Background: an optimization exercise with open tools, aiming at small area and a short achievable clock period. Do not read the settings as production practice. No functional check of the RTL was part of this run. Power is estimated from default activity; no workload was simulated.

[flow/config.mk]
export PLATFORM = sky130hd
export DESIGN_NAME = alu16bit
export DESIGN_NICKNAME = alu16bit
export VERILOG_FILES = /design/flow/design.v
export SDC_FILE = /design/flow/constraint.sdc
export NUM_CORES = 4
export LEC_CHECK = 0
export ABC_AREA = 0
export CAP_MARGIN = 20
export CORE_MARGIN = 2
export CORE_UTILIZATION = 40
export GPL_TIMING_DRIVEN = 0
export SETUP_SLACK_MARGIN = 0.5
export SLEW_MARGIN = 20
export SYNTH_HIERARCHICAL = 1
[flow/constraint.sdc]
create_clock -name core_clock -period 7.2 [get_ports {clk}]
set_input_delay 1.4400 -clock core_clock [delete_from_list [all_inputs] [get_ports {clk}]]
set_output_delay 1.4400 -clock core_clock [all_outputs]
set_load 0.01 [all_outputs]
[flow/design.v]
module alu16bit (
  input clk,
  input reset,
  input [2:0] operation,
  input [15:0] operand_A,
  input [15:0] operand_B,
  output reg [31:0] result,
  output reg carry_flag,
  output reg zero_flag
);
  wire [15:0] a = operand_A;
  wire [15:0] b = operand_B;
  wire is_add = ~reset & (operation == 3'd0);
  wire is_sub = ~reset & (operation == 3'd1);
  wire is_mul = ~reset & (operation == 3'd2);
  wire [15:0] m = is_mul ? b : {15'd0, is_add | is_sub};
  reg [15:0] cv;
  always @(*) begin
    if (reset) cv = 16'd0;
    else
    case (operation)
      3'd0: cv = b;
      3'd1: cv = ~b;
      3'd3: cv = a & b;
      3'd4: cv = a | b;
      3'd5: cv = ~(a & b);
      3'd6: cv = ~(a | b);
      3'd7: cv = a ^ b;
      default: cv = 16'd0;
    endcase
  end
  wire cin = is_sub;
  wire [15:0] cvn;
  wire t00 = ~(is_sub | (~reset & (operation == 3'd5 || operation == 3'd6)));
  wire t01 = ~(is_add | (~reset & (operation == 3'd4 || operation == 3'd5 || operation == 3'd7)));
  wire t10 = ~(is_sub | (~reset & (operation == 3'd4 || operation == 3'd5 || operation == 3'd7)));
  wire t11 = ~(is_add | (~reset & (operation == 3'd3 || operation == 3'd4)));
  genvar cb;
  generate for (cb = 0; cb < 16; cb = cb + 1) begin : g_cv
    cvbit ucv (a[cb], b[cb], t00, t01, t10, t11, cvn[cb]);
  end endgenerate
  wire is_sub_n = ~is_sub;
  wire [15:0] an = ~a;
  wire [15:0] mn = ~m;
  wire p1;
  nor2 up1 (an[0], mn[0], p1);
  wire p2;
  nor2 up2 (an[1], mn[0], p2);
  wire p3;
  nor2 up3 (an[2], mn[0], p3);
  wire p4;
  nor2 up4 (an[3], mn[0], p4);
  wire p5;
  nor2 up5 (an[4], mn[0], p5);
  wire p6;
  nor2 up6 (an[5], mn[0], p6);
  wire p7;
  nor2 up7 (an[6], mn[0], p7);
  wire p8;
  nor2 up8 (an[7], mn[0], p8);
  wire p9;
  nor2 up9 (an[8], mn[0], p9);
  wire p10;
  nor2 up10 (an[9], mn[0], p10);
  wire p11;
  nor2 up11 (an[10], mn[0], p11);
  wire p12;
  nor2 up12 (an[11], mn[0], p12);
  wire p13;
  nor2 up13 (an[12], mn[0], p13);
  wire p14;
  nor2 up14 (an[13], mn[0], p14);
  wire p15;
  nor2 up15 (an[14], mn[0], p15);
  wire p16;
  nor2 up16 (an[15], mn[0], p16);
  wire p17;
  o21ai up17 (an[0], mn[1], cvn[1], p17);
  wire p18;
  o21ai up18 (an[1], mn[1], cvn[2], p18);
  wire p19;
  o21ai up19 (an[2], mn[1], cvn[3], p19);
  wire p20;
  o21ai up20 (an[3], mn[1], cvn[4], p20);
  wire p21;
  o21ai up21 (an[4], mn[1], cvn[5], p21);
  wire p22;
  o21ai up22 (an[5], mn[1], cvn[6], p22);
  wire p23;
  o21ai up23 (an[6], mn[1], cvn[7], p23);
  wire p24;
  o21ai up24 (an[7], mn[1], cvn[8], p24);
  wire p25;
  o21ai up25 (an[8], mn[1], cvn[9], p25);
  wire p26;
  o21ai up26 (an[9], mn[1], cvn[10], p26);
  wire p27;
  o21ai up27 (an[10], mn[1], cvn[11], p27);
  wire p28;
  o21ai up28 (an[11], mn[1], cvn[12], p28);
  wire p29;
  o21ai up29 (an[12], mn[1], cvn[13], p29);
  wire p30;
  o21ai up30 (an[13], mn[1], cvn[14], p30);
  wire p31;
  o21ai up31 (an[14], mn[1], cvn[15], p31);
  wire p32;
  nor2 up32 (an[15], mn[1], p32);
  wire p33;
  nor2 up33 (an[0], mn[2], p33);
  wire p34;
  nor2 up34 (an[1], mn[2], p34);
  wire p35;
  nor2 up35 (an[2], mn[2], p35);
  wire p36;
  nor2 up36 (an[3], mn[2], p36);
  wire p37;
  nor2 up37 (an[4], mn[2], p37);
  wire p38;
  nor2 up38 (an[5], mn[2], p38);
  wire p39;
  nor2 up39 (an[6], mn[2], p39);
  wire p40;
  nor2 up40 (an[7], mn[2], p40);
  wire p41;
  nor2 up41 (an[8], mn[2], p41);
  wire p42;
  nor2 up42 (an[9], mn[2], p42);
  wire p43;
  nor2 up43 (an[10], mn[2], p43);
  wire p44;
  nor2 up44 (an[11], mn[2], p44);
  wire p45;
  nor2 up45 (an[12], mn[2], p45);
  wire p46;
  nor2 up46 (an[13], mn[2], p46);
  wire p47;
  nor2 up47 (an[14], mn[2], p47);
  wire p48;
  nor2 up48 (an[15], mn[2], p48);
  wire p49;
  nor2 up49 (an[0], mn[3], p49);
  wire p50;
  nor2 up50 (an[1], mn[3], p50);
  wire p51;
  nor2 up51 (an[2], mn[3], p51);
  wire p52;
  nor2 up52 (an[3], mn[3], p52);
  wire p53;
  nor2 up53 (an[4], mn[3], p53);
  wire p54;
  nor2 up54 (an[5], mn[3], p54);
  wire p55;
  nor2 up55 (an[6], mn[3], p55);
  wire p56;
  nor2 up56 (an[7], mn[3], p56);
  wire p57;
  nor2 up57 (an[8], mn[3], p57);
  wire p58;
  nor2 up58 (an[9], mn[3], p58);
  wire p59;
  nor2 up59 (an[10], mn[3], p59);
  wire p60;
  nor2 up60 (an[11], mn[3], p60);
  wire p61;
  nor2 up61 (an[12], mn[3], p61);
  wire p62;
  nor2 up62 (an[13], mn[3], p62);
  wire p63;
  nor2 up63 (an[14], mn[3], p63);
  wire p64;
  nor2 up64 (an[15], mn[3], p64);
  wire p65;
  nor2 up65 (an[0], mn[4], p65);
  wire p66;
  nor2 up66 (an[1], mn[4], p66);
  wire p67;
  nor2 up67 (an[2], mn[4], p67);
  wire p68;
  nor2 up68 (an[3], mn[4], p68);
  wire p69;
  nor2 up69 (an[4], mn[4], p69);
  wire p70;
  nor2 up70 (an[5], mn[4], p70);
  wire p71;
  nor2 up71 (an[6], mn[4], p71);
  wire p72;
  nor2 up72 (an[7], mn[4], p72);
  wire p73;
  nor2 up73 (an[8], mn[4], p73);
  wire p74;
  nor2 up74 (an[9], mn[4], p74);
  wire p75;
  nor2 up75 (an[10], mn[4], p75);
  wire p76;
  nor2 up76 (an[11], mn[4], p76);
  wire p77;
  nor2 up77 (an[12], mn[4], p77);
  wire p78;
  nor2 up78 (an[13], mn[4], p78);
  wire p79;
  nor2 up79 (an[14], mn[4], p79);
  wire p80;
  nor2 up80 (an[15], mn[4], p80);
  wire p81;
  nor2 up81 (an[0], mn[5], p81);
  wire p82;
  nor2 up82 (an[1], mn[5], p82);
  wire p83;
  nor2 up83 (an[2], mn[5], p83);
  wire p84;
  nor2 up84 (an[3], mn[5], p84);
  wire p85;
  nor2 up85 (an[4], mn[5], p85);
  wire p86;
  nor2 up86 (an[5], mn[5], p86);
  wire p87;
  nor2 up87 (an[6], mn[5], p87);
  wire p88;
  nor2 up88 (an[7], mn[5], p88);
  wire p89;
  nor2 up89 (an[8], mn[5], p89);
  wire p90;
  nor2 up90 (an[9], mn[5], p90);
  wire p91;
  nor2 up91 (an[10], mn[5], p91);
  wire p92;
  nor2 up92 (an[11], mn[5], p92);
  wire p93;
  nor2 up93 (an[12], mn[5], p93);
  wire p94;
  nor2 up94 (an[13], mn[5], p94);
  wire p95;
  nor2 up95 (an[14], mn[5], p95);
  wire p96;
  nor2 up96 (an[15], mn[5], p96);
  wire p97;
  nor2 up97 (an[0], mn[6], p97);
  wire p98;
  nor2 up98 (an[1], mn[6], p98);
  wire p99;
  nor2 up99 (an[2], mn[6], p99);
  wire p100;
  nor2 up100 (an[3], mn[6], p100);
  wire p101;
  nor2 up101 (an[4], mn[6], p101);
  wire p102;
  nor2 up102 (an[5], mn[6], p102);
  wire p103;
  nor2 up103 (an[6], mn[6], p103);
  wire p104;
  nor2 up104 (an[7], mn[6], p104);
  wire p105;
  nor2 up105 (an[8], mn[6], p105);
  wire p106;
  nor2 up106 (an[9], mn[6], p106);
  wire p107;
  nor2 up107 (an[10], mn[6], p107);
  wire p108;
  nor2 up108 (an[11], mn[6], p108);
  wire p109;
  nor2 up109 (an[12], mn[6], p109);
  wire p110;
  nor2 up110 (an[13], mn[6], p110);
  wire p111;
  nor2 up111 (an[14], mn[6], p111);
  wire p112;
  nor2 up112 (an[15], mn[6], p112);
  wire p113;
  nor2 up113 (an[0], mn[7], p113);
  wire p114;
  nor2 up114 (an[1], mn[7], p114);
  wire p115;
  nor2 up115 (an[2], mn[7], p115);
  wire p116;
  nor2 up116 (an[3], mn[7], p116);
  wire p117;
  nor2 up117 (an[4], mn[7], p117);
  wire p118;
  nor2 up118 (an[5], mn[7], p118);
  wire p119;
  nor2 up119 (an[6], mn[7], p119);
  wire p120;
  nor2 up120 (an[7], mn[7], p120);
  wire p121;
  nor2 up121 (an[8], mn[7], p121);
  wire p122;
  nor2 up122 (an[9], mn[7], p122);
  wire p123;
  nor2 up123 (an[10], mn[7], p123);
  wire p124;
  nor2 up124 (an[11], mn[7], p124);
  wire p125;
  nor2 up125 (an[12], mn[7], p125);
  wire p126;
  nor2 up126 (an[13], mn[7], p126);
  wire p127;
  nor2 up127 (an[14], mn[7], p127);
  wire p128;
  nor2 up128 (an[15], mn[7], p128);
  wire p129;
  nor2 up129 (an[0], mn[8], p129);
  wire p130;
  nor2 up130 (an[1], mn[8], p130);
  wire p131;
  nor2 up131 (an[2], mn[8], p131);
  wire p132;
  nor2 up132 (an[3], mn[8], p132);
  wire p133;
  nor2 up133 (an[4], mn[8], p133);
  wire p134;
  nor2 up134 (an[5], mn[8], p134);
  wire p135;
  nor2 up135 (an[6], mn[8], p135);
  wire p136;
  nor2 up136 (an[7], mn[8], p136);
  wire p137;
  nor2 up137 (an[8], mn[8], p137);
  wire p138;
  nor2 up138 (an[9], mn[8], p138);
  wire p139;
  nor2 up139 (an[10], mn[8], p139);
  wire p140;
  nor2 up140 (an[11], mn[8], p140);
  wire p141;
  nor2 up141 (an[12], mn[8], p141);
  wire p142;
  nor2 up142 (an[13], mn[8], p142);
  wire p143;
  nor2 up143 (an[14], mn[8], p143);
  wire p144;
  nor2 up144 (an[15], mn[8], p144);
  wire p145;
  nor2 up145 (an[0], mn[9], p145);
  wire p146;
  nor2 up146 (an[1], mn[9], p146);
  wire p147;
  nor2 up147 (an[2], mn[9], p147);
  wire p148;
  nor2 up148 (an[3], mn[9], p148);
  wire p149;
  nor2 up149 (an[4], mn[9], p149);
  wire p150;
  nor2 up150 (an[5], mn[9], p150);
  wire p151;
  nor2 up151 (an[6], mn[9], p151);
  wire p152;
  nor2 up152 (an[7], mn[9], p152);
  wire p153;
  nor2 up153 (an[8], mn[9], p153);
  wire p154;
  nor2 up154 (an[9], mn[9], p154);
  wire p155;
  nor2 up155 (an[10], mn[9], p155);
  wire p156;
  nor2 up156 (an[11], mn[9], p156);
  wire p157;
  nor2 up157 (an[12], mn[9], p157);
  wire p158;
  nor2 up158 (an[13], mn[9], p158);
  wire p159;
  nor2 up159 (an[14], mn[9], p159);
  wire p160;
  nor2 up160 (an[15], mn[9], p160);
  wire p161;
  nor2 up161 (an[0], mn[10], p161);
  wire p162;
  nor2 up162 (an[1], mn[10], p162);
  wire p163;
  nor2 up163 (an[2], mn[10], p163);
  wire p164;
  nor2 up164 (an[3], mn[10], p164);
  wire p165;
  nor2 up165 (an[4], mn[10], p165);
  wire p166;
  nor2 up166 (an[5], mn[10], p166);
  wire p167;
  nor2 up167 (an[6], mn[10], p167);
  wire p168;
  nor2 up168 (an[7], mn[10], p168);
  wire p169;
  nor2 up169 (an[8], mn[10], p169);
  wire p170;
  nor2 up170 (an[9], mn[10], p170);
  wire p171;
  nor2 up171 (an[10], mn[10], p171);
  wire p172;
  nor2 up172 (an[11], mn[10], p172);
  wire p173;
  nor2 up173 (an[12], mn[10], p173);
  wire p174;
  nor2 up174 (an[13], mn[10], p174);
  wire p175;
  nor2 up175 (an[14], mn[10], p175);
  wire p176;
  nor2 up176 (an[15], mn[10], p176);
  wire p177;
  nor2 up177 (an[0], mn[11], p177);
  wire p178;
  nor2 up178 (an[1], mn[11], p178);
  wire p179;
  nor2 up179 (an[2], mn[11], p179);
  wire p180;
  nor2 up180 (an[3], mn[11], p180);
  wire p181;
  nor2 up181 (an[4], mn[11], p181);
  wire p182;
  nor2 up182 (an[5], mn[11], p182);
  wire p183;
  nor2 up183 (an[6], mn[11], p183);
  wire p184;
  nor2 up184 (an[7], mn[11], p184);
  wire p185;
  nor2 up185 (an[8], mn[11], p185);
  wire p186;
  nor2 up186 (an[9], mn[11], p186);
  wire p187;
  nor2 up187 (an[10], mn[11], p187);
  wire p188;
  nor2 up188 (an[11], mn[11], p188);
  wire p189;
  nor2 up189 (an[12], mn[11], p189);
  wire p190;
  nor2 up190 (an[13], mn[11], p190);
  wire p191;
  nor2 up191 (an[14], mn[11], p191);
  wire p192;
  nor2 up192 (an[15], mn[11], p192);
  wire p193;
  nor2 up193 (an[0], mn[12], p193);
  wire p194;
  nor2 up194 (an[1], mn[12], p194);
  wire p195;
  nor2 up195 (an[2], mn[12], p195);
  wire p196;
  nor2 up196 (an[3], mn[12], p196);
  wire p197;
  nor2 up197 (an[4], mn[12], p197);
  wire p198;
  nor2 up198 (an[5], mn[12], p198);
  wire p199;
  nor2 up199 (an[6], mn[12], p199);
  wire p200;
  nor2 up200 (an[7], mn[12], p200);
  wire p201;
  nor2 up201 (an[8], mn[12], p201);
  wire p202;
  nor2 up202 (an[9], mn[12], p202);
  wire p203;
  nor2 up203 (an[10], mn[12], p203);
  wire p204;
  nor2 up204 (an[11], mn[12], p204);
  wire p205;
  nor2 up205 (an[12], mn[12], p205);
  wire p206;
  nor2 up206 (an[13], mn[12], p206);
  wire p207;
  nor2 up207 (an[14], mn[12], p207);
  wire p208;
  nor2 up208 (an[15], mn[12], p208);
  wire p209;
  nor2 up209 (an[0], mn[13], p209);
  wire p210;
  nor2 up210 (an[1], mn[13], p210);
  wire p211;
  nor2 up211 (an[2], mn[13], p211);
  wire p212;
  nor2 up212 (an[3], mn[13], p212);
  wire p213;
  nor2 up213 (an[4], mn[13], p213);
  wire p214;
  nor2 up214 (an[5], mn[13], p214);
  wire p215;
  nor2 up215 (an[6], mn[13], p215);
  wire p216;
  nor2 up216 (an[7], mn[13], p216);
  wire p217;
  nor2 up217 (an[8], mn[13], p217);
  wire p218;
  nor2 up218 (an[9], mn[13], p218);
  wire p219;
  nor2 up219 (an[10], mn[13], p219);
  wire p220;
  nor2 up220 (an[11], mn[13], p220);
  wire p221;
  nor2 up221 (an[12], mn[13], p221);
  wire p222;
  nor2 up222 (an[13], mn[13], p222);
  wire p223;
  nor2 up223 (an[14], mn[13], p223);
  wire p224;
  nor2 up224 (an[15], mn[13], p224);
  wire p225;
  nor2 up225 (an[0], mn[14], p225);
  wire p226;
  nor2 up226 (an[1], mn[14], p226);
  wire p227;
  nor2 up227 (an[2], mn[14], p227);
  wire p228;
  nor2 up228 (an[3], mn[14], p228);
  wire p229;
  nor2 up229 (an[4], mn[14], p229);
  wire p230;
  nor2 up230 (an[5], mn[14], p230);
  wire p231;
  nor2 up231 (an[6], mn[14], p231);
  wire p232;
  nor2 up232 (an[7], mn[14], p232);
  wire p233;
  nor2 up233 (an[8], mn[14], p233);
  wire p234;
  nor2 up234 (an[9], mn[14], p234);
  wire p235;
  nor2 up235 (an[10], mn[14], p235);
  wire p236;
  nor2 up236 (an[11], mn[14], p236);
  wire p237;
  nor2 up237 (an[12], mn[14], p237);
  wire p238;
  nor2 up238 (an[13], mn[14], p238);
  wire p239;
  nor2 up239 (an[14], mn[14], p239);
  wire p240;
  nor2 up240 (an[15], mn[14], p240);
  wire p241;
  nor2 up241 (an[0], mn[15], p241);
  wire p242;
  o21ai up242 (an[1], mn[15], is_sub_n, p242);
  wire p243;
  o21ai up243 (an[2], mn[15], is_sub_n, p243);
  wire p244;
  o21ai up244 (an[3], mn[15], is_sub_n, p244);
  wire p245;
  o21ai up245 (an[4], mn[15], is_sub_n, p245);
  wire p246;
  o21ai up246 (an[5], mn[15], is_sub_n, p246);
  wire p247;
  o21ai up247 (an[6], mn[15], is_sub_n, p247);
  wire p248;
  o21ai up248 (an[7], mn[15], is_sub_n, p248);
  wire p249;
  o21ai up249 (an[8], mn[15], is_sub_n, p249);
  wire p250;
  o21ai up250 (an[9], mn[15], is_sub_n, p250);
  wire p251;
  o21ai up251 (an[10], mn[15], is_sub_n, p251);
  wire p252;
  o21ai up252 (an[11], mn[15], is_sub_n, p252);
  wire p253;
  o21ai up253 (an[12], mn[15], is_sub_n, p253);
  wire p254;
  o21ai up254 (an[13], mn[15], is_sub_n, p254);
  wire p255;
  o21ai up255 (an[14], mn[15], is_sub_n, p255);
  wire p256;
  o21ai up256 (an[15], mn[15], is_sub_n, p256);
  wire n257, n258;
  ha un257 (p14, p44, n257, n258);
  wire n259, n260;
  fa un259 (p15, p45, p60, n259, n260);
  wire n261, n262;
  ha un261 (p75, p90, n261, n262);
  wire n263, n264;
  fa un263 (p16, p46, p61, n263, n264);
  wire n265, n266;
  fa un265 (p76, p91, p106, n265, n266);
  wire n267, n268;
  ha un267 (p121, p136, n267, n268);
  wire n269, n270;
  fa un269 (p32, p47, p62, n269, n270);
  wire n271, n272;
  fa un271 (p77, p92, p107, n271, n272);
  wire n273, n274;
  ha un273 (p122, p137, n273, n274);
  wire n275, n276;
  fa un275 (p48, p63, p78, n275, n276);
  wire n277, n278;
  fa un277 (p93, p108, p123, n277, n278);
  wire n279, n280;
  fa un279 (p64, p79, p94, n279, n280);
  wire n281, n282;
  ha un281 (p10, p40, n281, n282);
  wire n283, n284;
  fa un283 (p11, p41, p56, n283, n284);
  wire n285, n286;
  ha un285 (p71, p86, n285, n286);
  wire n287, n288;
  fa un287 (p12, p42, p57, n287, n288);
  wire n289, n290;
  fa un289 (p72, p87, p102, n289, n290);
  wire n291, n292;
  ha un291 (p117, p132, n291, n292);
  wire n293, n294;
  fa un293 (p13, p43, p58, n293, n294);
  wire n295, n296;
  fa un295 (p73, p88, p103, n295, n296);
  wire n297, n298;
  fa un297 (p118, p133, p148, n297, n298);
  wire n299, n300;
  ha un299 (p163, p178, n299, n300);
  wire n301, n302;
  fa un301 (p59, p74, p89, n301, n302);
  wire n303, n304;
  fa un303 (p104, p119, p134, n303, n304);
  wire n305, n306;
  fa un305 (p149, p164, p179, n305, n306);
  wire n307, n308;
  fa un307 (p194, p209, p29, n307, n308);
  wire n309, n310;
  fa un309 (p105, p120, p135, n309, n310);
  wire n311, n312;
  fa un311 (p150, p165, p180, n311, n312);
  wire n313, n314;
  fa un313 (p195, p210, p225, n313, n314);
  wire n315, n316;
  fa un315 (p30, n258, n261, n315, n316);
  wire n317, n318;
  fa un317 (p151, p166, p181, n317, n318);
  wire n319, n320;
  fa un319 (p196, p211, p226, n319, n320);
  wire n321, n322;
  fa un321 (p241, p31, n262, n321, n322);
  wire n323, n324;
  fa un323 (n267, n260, n263, n323, n324);
  wire n325, n326;
  fa un325 (p152, p167, p182, n325, n326);
  wire n327, n328;
  fa un327 (p197, p212, p227, n327, n328);
  wire n329, n330;
  fa un329 (p242, n268, n273, n329, n330);
  wire n331, n332;
  fa un331 (n264, n266, n269, n331, n332);
  wire n333, n334;
  fa un333 (p138, p153, p168, n333, n334);
  wire n335, n336;
  fa un335 (p183, p198, p213, n335, n336);
  wire n337, n338;
  fa un337 (p228, p243, n274, n337, n338);
  wire n339, n340;
  fa un339 (n270, n272, n275, n339, n340);
  wire n341, n342;
  fa un341 (p109, p124, p139, n341, n342);
  wire n343, n344;
  fa un343 (p154, p169, p184, n343, n344);
  wire n345, n346;
  fa un345 (p199, p214, p229, n345, n346);
  wire n347, n348;
  fa un347 (p244, n276, n278, n347, n348);
  wire n349, n350;
  fa un349 (p80, p95, p110, n349, n350);
  wire n351, n352;
  fa un351 (p125, p140, p155, n351, n352);
  wire n353, n354;
  fa un353 (p170, p185, p200, n353, n354);
  wire n355, n356;
  fa un355 (p215, p230, p245, n355, n356);
  wire n357, n358;
  fa un357 (p96, p111, p126, n357, n358);
  wire n359, n360;
  fa un359 (p141, p156, p171, n359, n360);
  wire n361, n362;
  fa un361 (p186, p201, p216, n361, n362);
  wire n363, n364;
  fa un363 (p112, p127, p142, n363, n364);
  wire n365, n366;
  fa un365 (p157, p172, p187, n365, n366);
  wire n367, n368;
  fa un367 (p128, p143, p158, n367, n368);
  wire n369, n370;
  ha un369 (p7, p37, n369, n370);
  wire n371, n372;
  fa un371 (p8, p38, p53, n371, n372);
  wire n373, n374;
  ha un373 (p68, p83, n373, n374);
  wire n375, n376;
  fa un375 (p9, p39, p54, n375, n376);
  wire n377, n378;
  fa un377 (p69, p84, p99, n377, n378);
  wire n379, n380;
  ha un379 (p114, p129, n379, n380);
  wire n381, n382;
  fa un381 (p55, p70, p85, n381, n382);
  wire n383, n384;
  fa un383 (p100, p115, p130, n383, n384);
  wire n385, n386;
  fa un385 (p145, p25, n281, n385, n386);
  wire n387, n388;
  fa un387 (p101, p116, p131, n387, n388);
  wire n389, n390;
  fa un389 (p146, p161, p26, n389, n390);
  wire n391, n392;
  fa un391 (n282, n285, n283, n391, n392);
  wire n393, n394;
  fa un393 (p147, p162, p177, n393, n394);
  wire n395, n396;
  fa un395 (p27, n286, n291, n395, n396);
  wire n397, n398;
  fa un397 (n284, n287, n289, n397, n398);
  wire n399, n400;
  fa un399 (p193, p28, n292, n399, n400);
  wire n401, n402;
  fa un401 (n299, n288, n290, n401, n402);
  wire n403, n404;
  fa un403 (n293, n295, n297, n403, n404);
  wire n405, n406;
  fa un405 (n300, n257, n294, n405, n406);
  wire n407, n408;
  fa un407 (n296, n298, n301, n407, n408);
  wire n409, n410;
  fa un409 (n303, n305, n307, n409, n410);
  wire n411, n412;
  fa un411 (n302, n304, n306, n411, n412);
  wire n413, n414;
  fa un413 (n308, n259, n309, n413, n414);
  wire n415, n416;
  fa un415 (n311, n313, n315, n415, n416);
  wire n417, n418;
  fa un417 (n310, n312, n314, n417, n418);
  wire n419, n420;
  fa un419 (n265, n317, n319, n419, n420);
  wire n421, n422;
  fa un421 (n316, n321, n323, n421, n422);
  wire n423, n424;
  fa un423 (n318, n320, n271, n423, n424);
  wire n425, n426;
  fa un425 (n325, n327, n322, n425, n426);
  wire n427, n428;
  fa un427 (n329, n324, n331, n427, n428);
  wire n429, n430;
  fa un429 (n326, n328, n277, n429, n430);
  wire n431, n432;
  fa un431 (n333, n335, n330, n431, n432);
  wire n433, n434;
  fa un433 (n337, n332, n339, n433, n434);
  wire n435, n436;
  fa un435 (n334, n336, n279, n435, n436);
  wire n437, n438;
  fa un437 (n341, n343, n345, n437, n438);
  wire n439, n440;
  fa un439 (n338, n340, n347, n439, n440);
  wire n441, n442;
  fa un441 (n342, n344, n346, n441, n442);
  wire n443, n444;
  fa un443 (n280, n349, n351, n443, n444);
  wire n445, n446;
  fa un445 (n353, n355, n348, n445, n446);
  wire n447, n448;
  fa un447 (p231, p246, n350, n447, n448);
  wire n449, n450;
  fa un449 (n352, n354, n356, n449, n450);
  wire n451, n452;
  fa un451 (n357, n359, n361, n451, n452);
  wire n453, n454;
  fa un453 (p202, p217, p232, n453, n454);
  wire n455, n456;
  fa un455 (p247, n358, n360, n455, n456);
  wire n457, n458;
  fa un457 (n362, n363, n365, n457, n458);
  wire n459, n460;
  fa un459 (p173, p188, p203, n459, n460);
  wire n461, n462;
  fa un461 (p218, p233, p248, n461, n462);
  wire n463, n464;
  fa un463 (n364, n366, n367, n463, n464);
  wire n465, n466;
  fa un465 (p144, p159, p174, n465, n466);
  wire n467, n468;
  fa un467 (p189, p204, p219, n467, n468);
  wire n469, n470;
  fa un469 (p234, p249, n368, n469, n470);
  wire n471, n472;
  fa un471 (p160, p175, p190, n471, n472);
  wire n473, n474;
  fa un473 (p205, p220, p235, n473, n474);
  wire n475, n476;
  fa un475 (p176, p191, p206, n475, n476);
  wire n477, n478;
  ha un477 (p5, p35, n477, n478);
  wire n479, n480;
  fa un479 (p6, p36, p51, n479, n480);
  wire n481, n482;
  ha un481 (p66, p81, n481, n482);
  wire n483, n484;
  fa un483 (p52, p67, p82, n483, n484);
  wire n485, n486;
  fa un485 (p97, p22, n369, n485, n486);
  wire n487, n488;
  fa un487 (p98, p113, p23, n487, n488);
  wire n489, n490;
  fa un489 (n370, n373, n371, n489, n490);
  wire n491, n492;
  fa un491 (p24, n374, n379, n491, n492);
  wire n493, n494;
  fa un493 (n372, n375, n377, n493, n494);
  wire n495, n496;
  fa un495 (n380, n376, n378, n495, n496);
  wire n497, n498;
  fa un497 (n381, n383, n385, n497, n498);
  wire n499, n500;
  fa un499 (n382, n384, n387, n499, n500);
  wire n501, n502;
  fa un501 (n389, n386, n391, n501, n502);
  wire n503, n504;
  fa un503 (n388, n390, n393, n503, n504);
  wire n505, n506;
  fa un505 (n395, n392, n397, n505, n506);
  wire n507, n508;
  fa un507 (n394, n396, n399, n507, n508);
  wire n509, n510;
  fa un509 (n398, n401, n403, n509, n510);
  wire n511, n512;
  fa un511 (n400, n402, n404, n511, n512);
  wire n513, n514;
  fa un513 (n405, n407, n409, n513, n514);
  wire n515, n516;
  fa un515 (n406, n408, n411, n515, n516);
  wire n517, n518;
  fa un517 (n410, n413, n415, n517, n518);
  wire n519, n520;
  fa un519 (n412, n414, n417, n519, n520);
  wire n521, n522;
  fa un521 (n419, n416, n421, n521, n522);
  wire n523, n524;
  fa un523 (n418, n420, n423, n523, n524);
  wire n525, n526;
  fa un525 (n425, n422, n427, n525, n526);
  wire n527, n528;
  fa un527 (n424, n429, n426, n527, n528);
  wire n529, n530;
  fa un529 (n431, n428, n433, n529, n530);
  wire n531, n532;
  fa un531 (n430, n435, n437, n531, n532);
  wire n533, n534;
  fa un533 (n432, n434, n439, n533, n534);
  wire n535, n536;
  fa un535 (n436, n438, n441, n535, n536);
  wire n537, n538;
  fa un537 (n443, n445, n440, n537, n538);
  wire n539, n540;
  fa un539 (n442, n444, n447, n539, n540);
  wire n541, n542;
  fa un541 (n449, n451, n446, n541, n542);
  wire n543, n544;
  fa un543 (n453, n448, n450, n543, n544);
  wire n545, n546;
  fa un545 (n452, n455, n457, n545, n546);
  wire n547, n548;
  fa un547 (n454, n459, n461, n547, n548);
  wire n549, n550;
  fa un549 (n456, n458, n463, n549, n550);
  wire n551, n552;
  fa un551 (n460, n462, n465, n551, n552);
  wire n553, n554;
  fa un553 (n467, n464, n469, n553, n554);
  wire n555, n556;
  fa un555 (p250, n466, n468, n555, n556);
  wire n557, n558;
  fa un557 (n471, n473, n470, n557, n558);
  wire n559, n560;
  fa un559 (p221, p236, p251, n559, n560);
  wire n561, n562;
  fa un561 (n472, n474, n475, n561, n562);
  wire n563, n564;
  fa un563 (p192, p207, p222, n563, n564);
  wire n565, n566;
  fa un565 (p237, p252, n476, n565, n566);
  wire n567, n568;
  fa un567 (p208, p223, p238, n567, n568);
  wire n569, n570;
  ha un569 (p4, p34, n569, n570);
  wire n571, n572;
  fa un571 (p50, p65, p20, n571, n572);
  wire n573, n574;
  fa un573 (p21, n478, n481, n573, n574);
  wire n575, n576;
  fa un575 (n482, n480, n483, n575, n576);
  wire n577, n578;
  fa un577 (n484, n487, n486, n577, n578);
  wire n579, n580;
  fa un579 (n488, n491, n490, n579, n580);
  wire n581, n582;
  fa un581 (n492, n494, n495, n581, n582);
  wire n583, n584;
  fa un583 (n496, n499, n498, n583, n584);
  wire n585, n586;
  fa un585 (n500, n503, n502, n585, n586);
  wire n587, n588;
  fa un587 (n504, n507, n506, n587, n588);
  wire n589, n590;
  fa un589 (n508, n510, n511, n589, n590);
  wire n591, n592;
  fa un591 (n512, n515, n514, n591, n592);
  wire n593, n594;
  fa un593 (n516, n519, n518, n593, n594);
  wire n595, n596;
  fa un595 (n520, n523, n522, n595, n596);
  wire n597, n598;
  fa un597 (n524, n527, n526, n597, n598);
  wire n599, n600;
  fa un599 (n528, n531, n533, n599, n600);
  wire n601, n602;
  fa un601 (n532, n535, n534, n601, n602);
  wire n603, n604;
  fa un603 (n536, n539, n538, n603, n604);
  wire n605, n606;
  fa un605 (n540, n543, n545, n605, n606);
  wire n607, n608;
  fa un607 (n547, n544, n546, n607, n608);
  wire n609, n610;
  fa un609 (n548, n551, n550, n609, n610);
  wire n611, n612;
  fa un611 (n552, n555, n557, n611, n612);
  wire n613, n614;
  fa un613 (n559, n556, n561, n613, n614);
  wire n615, n616;
  fa un615 (n560, n563, n562, n615, n616);
  wire n617, n618;
  fa un617 (p253, n564, n567, n617, n618);
  wire n619, n620;
  fa un619 (p224, p239, p254, n619, n620);
  wire n621, n622;
  ha un621 (p3, p33, n621, n622);
  wire n623, n624;
  fa un623 (p49, p19, n569, n623, n624);
  wire n625, n626;
  fa un625 (n570, n477, n571, n625, n626);
  wire n627, n628;
  fa un627 (n572, n479, n573, n627, n628);
  wire n629, n630;
  fa un629 (n574, n485, n575, n629, n630);
  wire n631, n632;
  fa un631 (n576, n489, n577, n631, n632);
  wire n633, n634;
  fa un633 (n493, n578, n579, n633, n634);
  wire n635, n636;
  fa un635 (n497, n580, n581, n635, n636);
  wire n637, n638;
  fa un637 (n582, n501, n583, n637, n638);
  wire n639, n640;
  fa un639 (n505, n584, n585, n639, n640);
  wire n641, n642;
  fa un641 (n509, n586, n587, n641, n642);
  wire n643, n644;
  fa un643 (n513, n588, n589, n643, n644);
  wire n645, n646;
  fa un645 (n517, n590, n591, n645, n646);
  wire n647, n648;
  fa un647 (n592, n521, n593, n647, n648);
  wire n649, n650;
  fa un649 (n525, n594, n595, n649, n650);
  wire n651, n652;
  fa un651 (n529, n596, n597, n651, n652);
  wire n653, n654;
  fa un653 (n530, n598, n599, n653, n654);
  wire n655, n656;
  fa un655 (n537, n600, n601, n655, n656);
  wire n657, n658;
  fa un657 (n541, n602, n603, n657, n658);
  wire n659, n660;
  fa un659 (n542, n605, n604, n659, n660);
  wire n661, n662;
  fa un661 (n549, n607, n606, n661, n662);
  wire n663, n664;
  fa un663 (n553, n608, n609, n663, n664);
  wire n665, n666;
  fa un665 (n554, n610, n611, n665, n666);
  wire n667, n668;
  fa un667 (n558, n613, n612, n667, n668);
  wire n669, n670;
  fa un669 (n565, n614, n615, n669, n670);
  wire n671, n672;
  fa un671 (n566, n617, n616, n671, n672);
  wire n673, n674;
  fa un673 (n568, n619, n618, n673, n674);
  wire n675, n676;
  fa un675 (p240, p255, n620, n675, n676);
  wire n677, n678;
  fa un677 (cin, p1, cv[0], n677, n678);
  wire n679, n680;
  fa un679 (p2, p17, n678, n679, n680);
  wire n681, n682;
  fa un681 (p18, n621, n680, n681, n682);
  wire n683, n684;
  fa un683 (n622, n623, n682, n683, n684);
  wire n685, n686;
  fa un685 (n624, n625, n684, n685, n686);
  wire n687, n688;
  fa un687 (n626, n627, n686, n687, n688);
  wire n689, n690;
  fa un689 (n628, n629, n688, n689, n690);
  wire n691, n692;
  fa un691 (n630, n631, n690, n691, n692);
  wire n693, n694;
  ha un693 (n632, n633, n693, n694);
  wire n695, n696;
  ha un695 (n634, n635, n695, n696);
  wire n697, n698;
  ha un697 (n636, n637, n697, n698);
  wire n699, n700;
  ha un699 (n638, n639, n699, n700);
  wire n701, n702;
  ha un701 (n640, n641, n701, n702);
  wire n703, n704;
  ha un703 (n642, n643, n703, n704);
  wire n705, n706;
  ha un705 (n644, n645, n705, n706);
  wire n707, n708;
  ha un707 (n646, n647, n707, n708);
  wire n709, n710;
  ha un709 (n648, n649, n709, n710);
  wire n711, n712;
  ha un711 (n650, n651, n711, n712);
  wire n713, n714;
  ha un713 (n652, n653, n713, n714);
  wire n715, n716;
  ha un715 (n654, n655, n715, n716);
  wire n717, n718;
  ha un717 (n656, n657, n717, n718);
  wire n719, n720;
  ha un719 (n658, n659, n719, n720);
  wire n721, n722;
  ha un721 (n660, n661, n721, n722);
  wire n723, n724;
  ha un723 (n662, n663, n723, n724);
  wire n725, n726;
  ha un725 (n664, n665, n725, n726);
  wire n727, n728;
  ha un727 (n666, n667, n727, n728);
  wire n729, n730;
  ha un729 (n668, n669, n729, n730);
  wire n731, n732;
  ha un731 (n670, n671, n731, n732);
  wire n733, n734;
  ha un733 (n672, n673, n733, n734);
  wire n735, n736;
  ha un735 (n674, n675, n735, n736);
  wire n737, n738;
  ha un737 (n676, p256, n737, n738);
  wire n739;
  aoi21 un739 (n693, n692, n694, n739);
  wire n740;
  aoi21 un740 (n697, n696, n698, n740);
  wire n741;
  nand2 un741 (n697, n695, n741);
  wire n742;
  aoi21 un742 (n701, n700, n702, n742);
  wire n743;
  nand2 un743 (n701, n699, n743);
  wire n744;
  aoi21 un744 (n705, n704, n706, n744);
  wire n745;
  nand2 un745 (n705, n703, n745);
  wire n746;
  aoi21 un746 (n709, n708, n710, n746);
  wire n747;
  nand2 un747 (n709, n707, n747);
  wire n748;
  aoi21 un748 (n713, n712, n714, n748);
  wire n749;
  nand2 un749 (n713, n711, n749);
  wire n750;
  aoi21 un750 (n717, n716, n718, n750);
  wire n751;
  nand2 un751 (n717, n715, n751);
  wire n752;
  aoi21 un752 (n721, n720, n722, n752);
  wire n753;
  nand2 un753 (n721, n719, n753);
  wire n754;
  aoi21 un754 (n725, n724, n726, n754);
  wire n755;
  nand2 un755 (n725, n723, n755);
  wire n756;
  aoi21 un756 (n729, n728, n730, n756);
  wire n757;
  nand2 un757 (n729, n727, n757);
  wire n758;
  aoi21 un758 (n733, n732, n734, n758);
  wire n759;
  nand2 un759 (n733, n731, n759);
  wire n760;
  aoi21 un760 (n737, n736, n738, n760);
  wire n761;
  nand2 un761 (n737, n735, n761);
  wire n762;
  oai21 un762 (n741, n739, n740, n762);
  wire n763;
  oai21 un763 (n745, n742, n744, n763);
  wire n764;
  nor2 un764 (n745, n743, n764);
  wire n765;
  oai21 un765 (n749, n746, n748, n765);
  wire n766;
  nor2 un766 (n749, n747, n766);
  wire n767;
  oai21 un767 (n753, n750, n752, n767);
  wire n768;
  nor2 un768 (n753, n751, n768);
  wire n769;
  oai21 un769 (n757, n754, n756, n769);
  wire n770;
  nor2 un770 (n757, n755, n770);
  wire n771;
  oai21 un771 (n761, n758, n760, n771);
  wire n772;
  nor2 un772 (n761, n759, n772);
  wire n773;
  aoi21 un773 (n764, n762, n763, n773);
  wire n774;
  aoi21 un774 (n768, n765, n767, n774);
  wire n775;
  nand2 un775 (n768, n766, n775);
  wire n776;
  aoi21 un776 (n772, n769, n771, n776);
  wire n777;
  nand2 un777 (n772, n770, n777);
  wire n778;
  oai21 un778 (n775, n773, n774, n778);
  wire n779;
  inv1 un779 (n776, n779);
  wire n780;
  inv1 un780 (n777, n780);
  wire n781;
  aoi21 un781 (n780, n778, n779, n781);
  wire n782;
  inv1 un782 (n765, n782);
  wire n783;
  inv1 un783 (n766, n783);
  wire n784;
  oai21 un784 (n783, n773, n782, n784);
  wire n785;
  aoi21 un785 (n770, n778, n769, n785);
  wire n786;
  inv1 un786 (n742, n786);
  wire n787;
  inv1 un787 (n743, n787);
  wire n788;
  aoi21 un788 (n787, n762, n786, n788);
  wire n789;
  oai21 un789 (n747, n773, n746, n789);
  wire n790;
  inv1 un790 (n750, n790);
  wire n791;
  inv1 un791 (n751, n791);
  wire n792;
  aoi21 un792 (n791, n784, n790, n792);
  wire n793;
  inv1 un793 (n754, n793);
  wire n794;
  inv1 un794 (n755, n794);
  wire n795;
  aoi21 un795 (n794, n778, n793, n795);
  wire n796;
  oai21 un796 (n759, n785, n758, n796);
  wire n797;
  inv1 un797 (n696, n797);
  wire n798;
  inv1 un798 (n695, n798);
  wire n799;
  oai21 un799 (n798, n739, n797, n799);
  wire n800;
  aoi21 un800 (n699, n762, n700, n800);
  wire n801;
  inv1 un801 (n704, n801);
  wire n802;
  inv1 un802 (n703, n802);
  wire n803;
  oai21 un803 (n802, n788, n801, n803);
  wire n804;
  inv1 un804 (n708, n804);
  wire n805;
  inv1 un805 (n707, n805);
  wire n806;
  oai21 un806 (n805, n773, n804, n806);
  wire n807;
  aoi21 un807 (n711, n789, n712, n807);
  wire n808;
  aoi21 un808 (n715, n784, n716, n808);
  wire n809;
  inv1 un809 (n720, n809);
  wire n810;
  inv1 un810 (n719, n810);
  wire n811;
  oai21 un811 (n810, n792, n809, n811);
  wire n812;
  aoi21 un812 (n723, n778, n724, n812);
  wire n813;
  inv1 un813 (n728, n813);
  wire n814;
  inv1 un814 (n727, n814);
  wire n815;
  oai21 un815 (n814, n795, n813, n815);
  wire n816;
  inv1 un816 (n732, n816);
  wire n817;
  inv1 un817 (n731, n817);
  wire n818;
  oai21 un818 (n817, n785, n816, n818);
  wire n819;
  aoi21 un819 (n735, n796, n736, n819);
  wire n820;
  inv1 un820 (is_sub, n820);
  wire n821;
  oai21 un821 (n820, n781, 1'b1, n821);
  wire n822;
  xor2 un822 (n693, n692, n822);
  wire n823;
  xnor2 un823 (n695, n739, n823);
  wire n824;
  xor2 un824 (n697, n799, n824);
  wire n825;
  xor2 un825 (n699, n762, n825);
  wire n826;
  xnor2 un826 (n701, n800, n826);
  wire n827;
  xnor2 un827 (n703, n788, n827);
  wire n828;
  xor2 un828 (n705, n803, n828);
  wire n829;
  xnor2 un829 (n707, n773, n829);
  wire n830;
  xor2 un830 (n709, n806, n830);
  wire n831;
  xor2 un831 (n711, n789, n831);
  wire n832;
  xnor2 un832 (n713, n807, n832);
  wire n833;
  xor2 un833 (n715, n784, n833);
  wire n834;
  xnor2 un834 (n717, n808, n834);
  wire n835;
  xnor2 un835 (n719, n792, n835);
  wire n836;
  xor2 un836 (n721, n811, n836);
  wire n837;
  xor2 un837 (n723, n778, n837);
  wire n838;
  xnor2 un838 (n725, n812, n838);
  wire n839;
  xnor2 un839 (n727, n795, n839);
  wire n840;
  xor2 un840 (n729, n815, n840);
  wire n841;
  xnor2 un841 (n731, n785, n841);
  wire n842;
  xor2 un842 (n733, n818, n842);
  wire n843;
  xor2 un843 (n735, n796, n843);
  wire n844;
  xnor2 un844 (n737, n819, n844);
  wire n845;
  xnor2 un845 (is_sub, n781, n845);
  wire [31:0] s = {n845, n844, n843, n842, n841, n840, n839, n838, n837, n836, n835, n834, n833, n832, n831, n830, n829, n828, n827, n826, n825, n824, n823, n822, n691, n689, n687, n685, n683, n681, n679, n677};
  wire borrow = is_sub & s[16];
  wire zero_lo = (s[15:0] == 16'd0);
  wire zero_mul = (a == 16'd0) | (b == 16'd0);
  wire [31:0] r = s;
  wire z_e = ~reset & ~is_mul & ~(|s[11:0]);
  wire z_m = ~reset & is_mul & zero_mul;
  wire z_l1, z_l2, z;
  nor2 uz1 (s[15], s[14], z_l1);
  nor2 uz2 (s[13], s[12], z_l2);
  a31o uz3 (z_l1, z_l2, z_e, z_m, z);
  always @(posedge clk) begin
    result     <= r;
    carry_flag <= borrow;
    zero_flag  <= z;
  end
endmodule
module fa (input a, input b, input c, output s, output co);
  assign s = a ^ b ^ c;
  assign co = (a & b) | (a & c) | (b & c);
endmodule
module ha (input a, input b, output s, output co);
  assign s = a ^ b;
  assign co = a & b;
endmodule
module xor2 (input a, input b, output y);
  assign y = a ^ b;
endmodule
module xnor2 (input a, input b, output y);
  assign y = ~(a ^ b);
endmodule
module nand2 (input a, input b, output y);
  assign y = ~(a & b);
endmodule
module nor2 (input a, input b, output y);
  assign y = ~(a | b);
endmodule
module inv1 (input a, output y);
  assign y = ~a;
endmodule
module a31o (input a, input b, input c, input d, output y);
  assign y = (a & b & c) | d;
endmodule
module cvbit (input a, input b, input t00, input t01, input t10, input t11, output y);
  assign y = a ? (b ? t11 : t10) : (b ? t01 : t00);
endmodule
module aoi21 (input a, input b, input c, output y);
  assign y = ~((a & b) | c);
endmodule
module o21ai (input a, input b, input c, output y);
  assign y = ~((a | b) & c);
endmodule
module oai21 (input a, input b, input c, output y);
  assign y = ~((a | b) & c);
endmodule
[flow/flow/run.sh]
#!/bin/bash
# The standard layout, with the port buffers made of plain buffers (sky130
# buf_1, which the resizer may upsize) instead of the delay-cell buffers that
# buffer_ports picks by default.
set -euo pipefail
export BUFFER_PORTS_ARGS="-buffer_cell sky130_fd_sc_hd__buf_1"
bash standard.sh > standard.log 2>&1
[flow/standard.sh]
#!/bin/bash
# synth_recipe.tcl (not shown) runs the flow's synth.tcl, then flattens the netlist and writes it again
# the make line also repeats each setting of config.mk as NAME=value (left out here)
make -C /OpenROAD-flow-scripts/flow DESIGN_CONFIG=/design/flow/config.mk WORK_HOME=/design/flow/orfs CLKGATE_MAP_FILE= SYNTH_SCRIPT=/design/flow/synth_recipe.tcl "${@:-finish}"
==> results.sh <==
export IMPL_yosysTopAreaCellShare_pct=52.8
export IMPL_synth_flop_cell="dfxtp_1"
export IMPL_cp_start_kind="input pin"
export IMPL_status="no timing/DRC/antenna violations"
export IMPL_fillers=1785
export IMPL_switching_power_mw=0.355
export IMPL_internal_power_mw=0.507
export IMPL_crit_arrival_ns=6.71
export IMPL_period_minus_slack_ns=6.52
export IMPL_dp_hpwl_mm=16.0
export IMPL_vias_per_cell=5.54
export IMPL_place_ws_ns=-0.773
export IMPL_numPortBuffers=69
export IMPL_antenna_left=0
export IMPL_worst_path_buf_inv=3
export IMPL_slowest_delay_ns=0.54
export IMPL_grt_pass1_vias=6513
export IMPL_clockRootBuffer="clkbuf_16"
export IMPL_overflow=0
export IMPL_ys_top_cells_by_count="nor2_1 (237), fa_1 (203), o21ai_1 (46)"
export IMPL_cap_viol_max_count=0
export IMPL_place_congestion=0.858
export IMPL_critical_path_slowest_cell="fa_1"
export IMPL_dr_pass1_iters=6
export IMPL_clkPwrFrac_pct=26.6
export IMPL_power_density_nw_per_um2=96.8
export IMPL_p_leak_nw=4.39
export IMPL_start_util_pct=40.9
export IMPL_ys_seq_area_share_pct=8.84
export IMPL_crit_top_cell="fa_1"
export IMPL_cp_required_ns=7.39
export IMPL_slew_headroom_pct=48.9
export IMPL_grt_antenna_before_repair=0
export IMPL_grt_pass1_wl_mm=34.5
export IMPL_syn_area_um2=7700
export IMPL_finalSetupViolations=0
export IMPL_initialDrtViolationCount=386
export IMPL_hold_viol=0
export IMPL_dieHeight_um=143
export IMPL_core_um2=18800
export IMPL_drv_slew=0
export IMPL_die_area_um2=20400
export IMPL_route_detailed_drc=0
export IMPL_numCtsBuffers=5
export IMPL_clockBufferDepth=2
export IMPL_utilization_pct=47.3
export IMPL_synth_net_count=1016
export IMPL_pwr_share_comb_pct=46.1
export IMPL_crit_family="adder cells"
export IMPL_routed_wirelength_mm=21.8
export IMPL_syn_to_final_growth_pct=15.7
export IMPL_whs_ns=1.62
export IMPL_placed_cells_incl_taps=1065
export IMPL_drive_above_1_share_pct=14.4
export IMPL_yosys_warnings=7
export IMPL_final_cells=1089
export IMPL_netlist_instances=736
export IMPL_htreeDepth=2
export IMPL_ioPinCount=71
export IMPL_antenna_cells=0
export IMPL_synth_edff_count=0
export IMPL_async_flop_share_pct=0
export IMPL_p_sw_share_pct=41.2
export IMPL_seqPwrFrac_pct=27.2
export IMPL_syn_area_per_cell_um2=10.5
export IMPL_worstSetupPathType="input pin to register"
export IMPL_clkSlewWorstSetupHoldPaths_ns=0.06
export IMPL_worst_pin_slew_ns=0.766
export IMPL_hold_class="input pin to register"
export IMPL_timing_fmax_mhz=153
export IMPL_period_share_pct=90.6
export IMPL_cts_tree="built"
export IMPL_num_vias=6036
export IMPL_ys_types=32
export IMPL_synth_most_common_cell="nor2_1"
export IMPL_die_w_um=143
export IMPL_grt_max_degree=17
export IMPL_grt_usage_pct=22.6
export IMPL_yosysTopAreaCell="fa_1"
export IMPL_end_kind="register"
export IMPL_cts_hold_fix_buffers=0
export IMPL_path_cells="buf_6 > nand2b_4 > nor3_4 > buf_12 > nand2_4 > nor2_2 > fa_1 > fa_1 > fa_1 > fa_1 > fa_1 > fa_1 > ha_1 > a21oi_2 > o21ai_1 > a21oi_2 > o21ai_4 > buf_12 > a21oi_2 > o21ai_1 > xor2_1"
export IMPL_worst_ir_drop_vdd_v=0.0000710
export IMPL_layout_setup_ws_ns=0.676
export IMPL_ys_ff_latch=34
export IMPL_clock_sinks=34
export IMPL_path_max_fanout=16
export IMPL_rsz0062_at_grt="true"
export IMPL_num_rows=50
export IMPL_synth_area_leaders="fa_1 (53%), nor2_1 (12%), dfxtp_1 (8.8%), ha_1 (6.5%), mux4_2 (4.4%)"
export IMPL_finalNetCount=1108
export IMPL_routedWlPerCell_um=20.0
flip-flops by register name, indices dropped and copies added (netlist names):
name and cells:
carry_flag 1, result 32, zero_flag 1
power groups by stage:
stage,registers (mW),clock network [mW],logic [mW]
6_report,0.235,0.230,0.398
5_1_grt,0.239,0.243,0.443
4_1_cts,0.235,0.239,0.387
3_5_place_dp,0.240,0,0.375
3_3_place_gp,0.239,0,0.372
2_1_floorplan,0.261,0,0.230
worst min-delay path, cell delays in order:
cell and delay, ns:
clkbuf_2 0.19, nor2_2 0.08, and3_1 0.16
metal layers:
layer,part of all wire [%],global-route usage [%],vias up
li1,-,-,2566
met1,40,29.4,3117
met2,48,36.5,308
met3,7.7,4.53,45
met4,3.7,10.5,0
met5,0,0,-
per-module statistics from Yosys (local to each module, per instance), a selection:
module,area [um2],times used
nand2,3.75,13
nor2,3.75,233
oai21,5.00,16
aoi21,8.76,25
cvbit,22.5,15
alu16bit,1150,1
stage by stage:
step	instance area (um2)	total power, mW	setup TNS [ns]
floorplan	7710	0.492	0
global placement	8300	0.611	-7.99
detailed placement	8300	0.615	-8.65
CTS	8650	0.862	0
global route	8910	0.924	0
finish	8910	0.863	0
layout by cell type (no fill, tap or decap), drive strengths merged, types with 2 or more instances in the layout:
cell	Yosys	layout
buf	3	86
clkinv	0	2
o21ai	47	47
a31oi	2	2
or2	3	3
a21oi	28	28
fa	203	203
clkinvlp	0	2
xor2	12	12
nor4	11	11
and2b	2	2
o21bai	2	2
nand4	2	2
xnor2	13	13
mux4	15	15
nand2	31	31
clkbuf	0	8
dfxtp	34	34
nor2	237	237
inv	40	38
ha	40	40
timing repair:
item	4_1_cts	5_1_grt
endpoints found under the setup margin	20	13
pin swaps	7	7
resized for setup	33	44
endpoints found under the hold margin	0	0
buffers inserted	8	8
path summary, 6_finish.rpt:
check                   startpoint                 end  slack (ns)  cells after the start
worst max-delay path  operation[0]  result[26]$_DFF_P_        0.68                     21
worst min-delay path         reset  carry_flag$_DFF_P_        1.62                      3
cell families after synthesis:
logic type	count (synthesis)	share of synthesized area [%]
AND/OR/NAND/NOR	293	15.4
XOR/XNOR	25	2.84
buffers and inverters	43	2.31
flip-flops	34	8.84
AO/OA/AOI/OAI	82	6.79
adder cells (fa/ha/maj)	243	59.3
multiplexers	16	4.52
area by class of cell:
type / count / area (um2) / share of cell area (%)
multi-input cells: 659 / 7130 / 80.1
flip-flops and latches: 34 / 681 / 7.64
repair buffers: 85 / 424 / 4.76
well taps: 260 / 325 / 3.65
inverters: 40 / 158 / 1.77
clock buffers: 6 / 129 / 1.45
plain buffers: 3 / 46.3 / 0.520
clock inverters: 2 / 13.8 / 0.154

## re-timing with driven ports
The flow's constraints put no driver on any port. The routed layout listed below was extracted and timed again, unchanged, in two steps. Step 1 sets driving cells, clkbuf_16 on the clock port and buf_2 on the other inputs (assumed; they add their load-dependent delay and slew). Step 2 moves the port delays by t, midway between the first and last clock arrival at a register: inputs arrive t later, outputs are due t later. That takes back most of the time a late clock gives input paths. Slacks: no drivers / after step 1 / after step 2; pairs: no drivers / after step 1.
t (ns): 0.339
setup slack, ns: 0.676 / 0.687 / 0.348
worst slew at a driven data input, ns: 0.04
After both steps setup and hold are still met in this run. For this run, drivers alone change the setup slack by +0.011 ns; drivers and shift together by -0.328 ns.
